What follows belongs to an exercise in optimizing a design on an open flow for small area, a short achievable clock period and few clock cycles per item; a production flow would make more cautious choices.
Power is estimated from default activity; no workload was simulated.

== old ==
==> flow/design.v <==
`timescale 1ns / 1ps
module BkCarry #(parameter WIDTH = 17, parameter LOGW = 5) (
    input  [WIDTH-1:0] p,
    input  [WIDTH-1:0] g,
    input              ci,
    output [WIDTH-1:0] co
);
    integer i, j;
    reg [WIDTH-1:0] pp, gg;
    always @* begin
        pp = p;
        gg = g;
        gg[0] = g[0] | (p[0] & ci);
        for (i = 1; i <= LOGW; i = i + 1) begin
            for (j = 2**i - 1; j < WIDTH; j = j + 2**i) begin
                gg[j] = gg[j] | (pp[j] & gg[j - 2**(i-1)]);
                pp[j] = pp[j] & pp[j - 2**(i-1)];
            end
        end
        for (i = LOGW; i > 0; i = i - 1) begin
            for (j = 2**i + 2**(i-1) - 1; j < WIDTH; j = j + 2**i) begin
                gg[j] = gg[j] | (pp[j] & gg[j - 2**(i-1)]);
                pp[j] = pp[j] & pp[j - 2**(i-1)];
            end
        end
    end
    assign co = gg;
endmodule
module SkCarry #(parameter WIDTH = 21, parameter LOGW = 5) (
    input  [WIDTH-1:0] p,
    input  [WIDTH-1:0] g,
    input              ci,
    output [WIDTH-1:0] co
);
    integer i, l, j;
    reg [WIDTH-1:0] pp, gg, pn, gn;
    always @* begin
        pp = p;
        gg = g;
        gg[0] = g[0] | (p[0] & ci);
        for (l = 0; l < LOGW; l = l + 1) begin
            pn = pp;
            gn = gg;
            for (i = 0; i < WIDTH; i = i + 1) begin
                if ((i >> l) & 1) begin
                    j = ((i >> l) << l) - 1;
                    gn[i] = gg[i] | (pp[i] & gg[j]);
                    pn[i] = pp[i] & pp[j];
                end
            end
            pp = pn;
            gg = gn;
        end
    end
    assign co = gg;
endmodule
`timescale 1ns / 1ps
module Lzc16 (
    input  [15:0] x,
    output [3:0]  n
);
    wire       z3 = ~|x[15:8];
    wire [7:0] y8 = z3 ? x[7:0] : x[15:8];
    wire       z2 = ~|y8[7:4];
    wire [3:0] y4 = z2 ? y8[3:0] : y8[7:4];
    wire       z1 = ~|y4[3:2];
    wire [1:0] y2 = z1 ? y4[1:0] : y4[3:2];
    wire       z0 = ~y2[1];
    assign n = {z3, z2, z1, z0};
endmodule
module PrefixOr16 (
    input  [15:0] x,
    output [15:0] y
);
    wire [15:0] l1 = x  | {x[14:0], 1'b0};
    wire [15:0] l2 = l1 | {l1[13:0], 2'b0};
    wire [15:0] l3 = l2 | {l2[11:0], 4'b0};
    assign y       = l3 | {l3[7:0], 8'b0};
endmodule
`timescale 1ns / 1ps
module ALU_16bit (
    input              clk,
    input              rst,
    input              start,
    input       [3:0]  op,
    input  signed [15:0] A,
    input  signed [15:0] B,
    output reg signed [15:0] Z_low,
    output     signed [15:0] Z_high,
    output reg         valid
);
    reg  [15:0] zh_r;
    reg         zh_ext;
    assign Z_high = zh_r | {16{zh_ext & Z_low[15]}};
    reg        s_mul;      
    reg        s_norm;     
    reg        s_iter;     
    reg        s_fix;      
    reg  [3:0] cnt;
    reg        d_one, d_two, d_neg;    
    reg        f_one, f_two, f_neg;    
    reg        triv;       
    wire idle   = ~(s_mul | s_norm | s_iter | s_fix);
    wire go     = start & idle;
    wire op_mul = (op == 4'b0010);
    wire op_div = (op == 4'b0011);
    wire sign_a = A[15];
    wire sign_b = B[15];
    wire sign_q = A[15] ^ B[15];
    reg  sa_r, sb_r, sq_r;
    wire dz     = ~|B;
    wire [15:0] xa = {A[14:0] ^ {15{sign_a}}, 1'b1};
    wire [15:0] xb = {B[14:0] ^ {15{sign_b}}, 1'b1};
    wire [3:0]  ca1, cb1;
    Lzc16 lza (.x(xa), .n(ca1));
    Lzc16 lzb (.x(xb), .n(cb1));
    wire        npw   = sign_a & ~|({A[14:0], 1'b0} & ~A);
    wire [5:0]  u_k   = {2'b00, cb1} - {2'b00, ca1} + {5'd0, npw};       
    wire        trivial = u_k[5];                      
    wire        t_zero = A[15] & ~A[14] & (&B);
    wire [3:0]  u_ld  = u_k[3:0] | {4{t_zero}};        
    wire [16:0] a_ext  = {A, 1'b0};
    wire [1:0]  nxt_j  = s_mul ? {1'b1, ~cnt[1]} : 2'd1;
    wire [2:0]  trp_lo = a_ext[{nxt_j, 2'b00} +: 3];
    wire [2:0]  trp_hi = a_ext[{nxt_j, 2'b10} +: 3];
    wire n_one = trp_lo[1] ^ trp_lo[0];
    wire n_two = (trp_lo == 3'b011) | (trp_lo == 3'b100);
    wire n_neg = trp_lo[2] & ~(trp_lo[1] & trp_lo[0]);
    wire m_one = trp_hi[1] ^ trp_hi[0];
    wire m_two = (trp_hi == 3'b011) | (trp_hi == 3'b100);
    wire m_neg = trp_hi[2] & ~(trp_hi[1] & trp_hi[0]);
    wire        r_neg  = zh_r[15];                  
    wire        fix_sb = r_neg & sq_r;
    wire [19:0] ax = ({20{s_mul}}  & {{4{zh_r[15]}}, zh_r})
                   | ({20{s_iter}} & {{3{zh_r[15]}}, zh_r, Z_low[15]})
                   | ({20{s_fix}}  & ({{4{zh_r[15]}}, zh_r} ^ {20{sa_r}}))
                   | ({20{idle & A[1]}} & {{3{B[15]}}, B, 1'b0});
    wire e1   = (s_mul & d_one) | s_iter | (s_fix & r_neg) | (idle & A[0]);
    wire e2   = s_mul & d_two;
    wire inv  = (s_mul & d_neg) | (s_iter & ~(sb_r ^ r_neg)) | (s_fix & fix_sb);
    wire h1   = (s_mul & f_one) | (idle & A[2]);
    wire h2   = (s_mul & f_two) | (idle & A[3] & ~A[2]);
    wire hinv = (s_mul & f_neg) | (idle & A[3]);
    wire        mul_any = s_mul | idle;
    wire [17:0] by18 = (({18{e1}} & {{2{B[15]}}, B}) | ({18{e2}} & {B[15], B, 1'b0})) ^ {18{inv}};
    wire [19:0] by  = {{2{by18[17]}}, by18};
    wire [17:0] hy  = ((({18{h1}} & {{2{B[15]}}, B}) | ({18{h2}} & {B[15], B, 1'b0})) ^ {18{hinv}});
    wire [19:0] ty  = mul_any ? {hy, hinv, inv} : 20'd0;
    wire [19:0] cs_s = ax ^ by ^ ty;
    wire [19:0] cs_c = {(ax[18:0] & by[18:0]) | (ax[18:0] & ty[18:0]) | (by[18:0] & ty[18:0]),
                        (mul_any & hinv) | (s_fix & fix_sb)};
    wire        a_ci = mul_any ? hinv : (s_iter ? inv : sa_r);
    wire [19:0] ip  = cs_s ^ cs_c;
    wire [19:0] ig  = cs_s & cs_c;
    wire [19:0] ico;
    SkCarry #(.WIDTH(20), .LOGW(5)) icy (.p(ip), .g(ig), .ci(a_ci), .co(ico));
    wire [19:0] sum = ip ^ {ico[18:0], a_ci};
    wire        sub  = op[0] | op[2];              
    wire [16:0] ae   = {A[15], A};
    wire [16:0] be   = {B[15], B} ^ {17{sub}};
    wire [16:0] ap   = ae ^ be;
    wire [16:0] ag   = ae & be;
    wire [16:0] aco;
    BkCarry #(.WIDTH(17), .LOGW(5)) acy (.p(ap), .g(ag), .ci(sub), .co(aco));
    wire [16:0] add  = ap ^ {aco[15:0], sub};
    wire        cn_on = s_norm ? sa_r : sq_r;        
    wire [15:0] zl_or;                                
    PrefixOr16 zpo (.x(Z_low), .y(zl_or));
    wire [15:0] zl_cn = Z_low ^ ({zl_or[14:0], 1'b0} & {16{cn_on}});
    wire        right  = op[0];                    
    wire [15:0] r_in   = s_norm ? zl_cn : A;
    wire [3:0]  s_neg  = 4'd0 - B[3:0];
    wire [3:0]  r_amt  = s_norm ? ~cnt : (right ? s_neg : B[3:0]);
    wire [31:0] r_dbl  = {r_in, r_in} << r_amt;
    wire [15:0] rot    = r_dbl[31:16];
    wire [15:0] hmask  = 16'hFFFF << r_amt;        
    wire [15:0] shr_m  = 16'hFFFF >> B[3:0];
    wire        lt  = add[16];
    wire        eq  = &ap[15:0];
    wire        op_cmp = (op == 4'b0100);
    wire        op_log = (op[3:2] == 2'b01 & op[1:0] != 2'b00) | (op[3:1] == 3'b100);   
    wire        op_shl = (op == 4'b1010);
    wire        op_shr = (op == 4'b1011);
    wire        op_rot = (op[3:1] == 3'b110);
    wire        op_sum = (op[3:1] == 3'b000);                                          
    wire        g_t11 = (op == 4'b0110) | (op == 4'b1000);                      
    wire        g_t01 = (op == 4'b0101) | (op == 4'b1000) | (op == 4'b1001);   
    wire        g_t00 = (op == 4'b0101) | (op == 4'b0111);                      
    reg  [15:0] logic_r;
    integer li;
    always @(*)
        for (li = 0; li < 16; li = li + 1)
            logic_r[li] = A[li] ? (B[li] ? g_t11 : g_t01) : (B[li] ? g_t01 : g_t00);
    wire [15:0] sh_m  = ({16{op_shl}} & hmask) | ({16{op_shr}} & shr_m) | {16{op_rot}};
    wire [15:0] res   = ({16{op_sum}} & add[15:0])
                      | ({16{op_div}} & A)
                      | ({16{op_log}} & logic_r)
                      | (sh_m & rot)
                      | {{15{op_cmp & lt}}, op_cmp & (lt | ~eq)};
    wire take = ~sum[19];                 
    wire sel_mul  = s_mul | (idle & op_mul);
    wire sel_norm = s_norm;
    wire sel_iter = s_iter;
    wire sel_fix  = s_fix;
    wire sel_idle = idle & ~op_mul;
    always @(posedge clk or negedge rst) begin
        if (!rst) begin
            valid  <= 1'b0;
            s_mul  <= 1'b0;
            s_norm <= 1'b0;
            s_iter <= 1'b0;
            s_fix  <= 1'b0;
            cnt    <= 4'd0;
        end else begin
            valid <= 1'b0;
            if (go) begin
                if (op_mul) begin
                    s_mul <= 1'b1;
                    cnt   <= 4'd2;
                end else if (op_div) begin
                    s_norm <= 1'b1;
                    cnt    <= u_ld;
                end else begin
                    valid <= 1'b1;
                end
            end
            if (s_mul) begin
                cnt <= cnt - 4'd1;
                if (cnt[1:0] == 2'd0) begin
                    s_mul <= 1'b0;
                    valid <= 1'b1;
                end
            end
            if (s_norm) begin
                s_norm <= 1'b0;
                if (triv)
                    valid  <= 1'b1;
                else
                    s_iter <= 1'b1;
            end
            if (s_iter) begin
                cnt <= cnt - 4'd1;
                if (cnt[3:0] == 4'd0) begin
                    s_iter <= 1'b0;
                    if (sq_r | sa_r | ~take)
                        s_fix <= 1'b1;
                    else
                        valid <= 1'b1;
                end
            end
            if (s_fix) begin
                s_fix <= 1'b0;
                valid <= 1'b1;
            end
        end
    end
    always @(posedge clk) begin
        d_one <= n_one;
        d_two <= n_two;
        d_neg <= n_neg;
        f_one <= m_one;
        f_two <= m_two;
        f_neg <= m_neg;
        triv  <= trivial | dz;
        sa_r  <= sign_a;
        sb_r  <= sign_b;
        sq_r  <= sign_q;
        zh_r   <= ({16{sel_mul}}  & sum[19:4])
                | ({16{sel_norm}} & (triv ? A : (rot & ~hmask)))
                | ({16{sel_iter | sel_fix}} & sum[15:0])
                | ({16{sel_idle & op_div}} & A);
        zh_ext <= sel_idle & op_sum;
        Z_low  <= ({16{sel_mul}}  & {sum[3:0], Z_low[15:4]})
                | ({16{sel_norm}} & (triv ? {16{dz}} : (rot & hmask)))
                | ({16{sel_iter}} & {Z_low[14:0], take})
                | ({16{sel_fix}}  & zl_cn)
                | ({16{sel_idle}} & res);
    end
endmodule
export LEC_CHECK = 0
export ABC_AREA = 1
export CAP_MARGIN = 20
export CORE_MARGIN = 2
export CORE_UTILIZATION = 40
export SETUP_SLACK_MARGIN = 1.3
export SLEW_MARGIN = 20
create_clock -name core_clock -period 6.0 [get_ports {clk}]
standard.sh (not shown) runs the stock make flow with config.mk's settings and CLKGATE_MAP_FILE= SYNTH_SCRIPT=/design/flow/synth_recipe.tcl, a recipe that flattens the netlist after the stock synthesis.
==> flow/flow/run.sh <==
#!/bin/bash
# The standard layout, except that the ports are buffered with buf_2 cells
# instead of the default delay-type buffer.  Each tool's output is in
# standard.log (make) and orfs/logs/.
export BUFFER_PORTS_ARGS="-buffer_cell sky130_fd_sc_hd__buf_2"
bash standard.sh > standard.log 2>&1
--- input diff old..new ---
--- a/flow/design.v
+++ b/flow/design.v
@@ -22,34 +22,6 @@
                 gg[j] = gg[j] | (pp[j] & gg[j - 2**(i-1)]);
                 pp[j] = pp[j] & pp[j - 2**(i-1)];
             end
-        end
-    end
-    assign co = gg;
-endmodule
-module SkCarry #(parameter WIDTH = 21, parameter LOGW = 5) (
-    input  [WIDTH-1:0] p,
-    input  [WIDTH-1:0] g,
-    input              ci,
-    output [WIDTH-1:0] co
-);
-    integer i, l, j;
-    reg [WIDTH-1:0] pp, gg, pn, gn;
-    always @* begin
-        pp = p;
-        gg = g;
-        gg[0] = g[0] | (p[0] & ci);
-        for (l = 0; l < LOGW; l = l + 1) begin
-            pn = pp;
-            gn = gg;
-            for (i = 0; i < WIDTH; i = i + 1) begin
-                if ((i >> l) & 1) begin
-                    j = ((i >> l) << l) - 1;
-                    gn[i] = gg[i] | (pp[i] & gg[j]);
-                    pn[i] = pp[i] & pp[j];
-                end
-            end
-            pp = pn;
-            gg = gn;
         end
     end
     assign co = gg;
@@ -146,15 +118,9 @@
     wire [19:0] by  = {{2{by18[17]}}, by18};
     wire [17:0] hy  = ((({18{h1}} & {{2{B[15]}}, B}) | ({18{h2}} & {B[15], B, 1'b0})) ^ {18{hinv}});
     wire [19:0] ty  = mul_any ? {hy, hinv, inv} : 20'd0;
-    wire [19:0] cs_s = ax ^ by ^ ty;
-    wire [19:0] cs_c = {(ax[18:0] & by[18:0]) | (ax[18:0] & ty[18:0]) | (by[18:0] & ty[18:0]),
-                        (mul_any & hinv) | (s_fix & fix_sb)};
     wire        a_ci = mul_any ? hinv : (s_iter ? inv : sa_r);
-    wire [19:0] ip  = cs_s ^ cs_c;
-    wire [19:0] ig  = cs_s & cs_c;
-    wire [19:0] ico;
-    SkCarry #(.WIDTH(20), .LOGW(5)) icy (.p(ip), .g(ig), .ci(a_ci), .co(ico));
-    wire [19:0] sum = ip ^ {ico[18:0], a_ci};
+    wire [19:0] c0  = {19'd0, (mul_any & hinv) | (s_fix & fix_sb)};
+    wire [19:0] sum = ax + by + ty + c0 + {19'd0, a_ci};
     wire        sub  = op[0] | op[2];              
     wire [16:0] ae   = {A[15], A};
     wire [16:0] be   = {B[15], B} ^ {17{sub}};
### Flow results
- Worst setup path endpoint: Z_low[0] -> new, zh_r[12] -> old
- Lower largest net degree at the start of global routing goes to new over old.
- Diff old -> new: final-report max-slew violation count was more or less identical, overall track demand over capacity in global routing has increased, largest driver fanout on the critical path moved down, post-layout instance count excluding filler cells went up about 0.75%.
- new ends up with a placeable core region that is 140 µm² higher than in old.
- Per the comparison of new with old, combinational gate power increased by about 12% relative to the old numbers, worst path setup slack after routing closely matched the old numbers, post-cts sizing count decreased by 7 relative to the old numbers.
No functional check of the RTL was part of any run of this note.

re-timing with driven ports:
The flow's constraints put no driver on any port. The routed layouts listed below were extracted and timed again, unchanged, in two steps. Step 1 sets driving cells, clkbuf_16 on the clock port and buf_2 on the other inputs (assumed; they add their load-dependent delay and slew). Step 2 moves the port delays by t, midway between the first and last clock arrival at a register: inputs arrive t later, outputs are due t later. That takes back most of the time a late clock gives input paths. Slacks: ideal ports / drivers / drivers and shift; pairs: ideal ports / drivers.
run | shift t [ns] | setup WS [ns] | hold WS [ns] | worst setup path after step 2
old | 0.354 | 1.371 / 1.390 / 1.036 | 0.626 / 0.626 / 0.626 | input to register
new | 0.358 | 1.372 / 1.391 / 1.033 | 0.633 / 0.633 / 0.633 | input to register
After both steps every run listed still meets setup and hold. The setup slack of new, which loses most, moves by +0.019 ns with the drivers and by -0.339 ns with both steps.
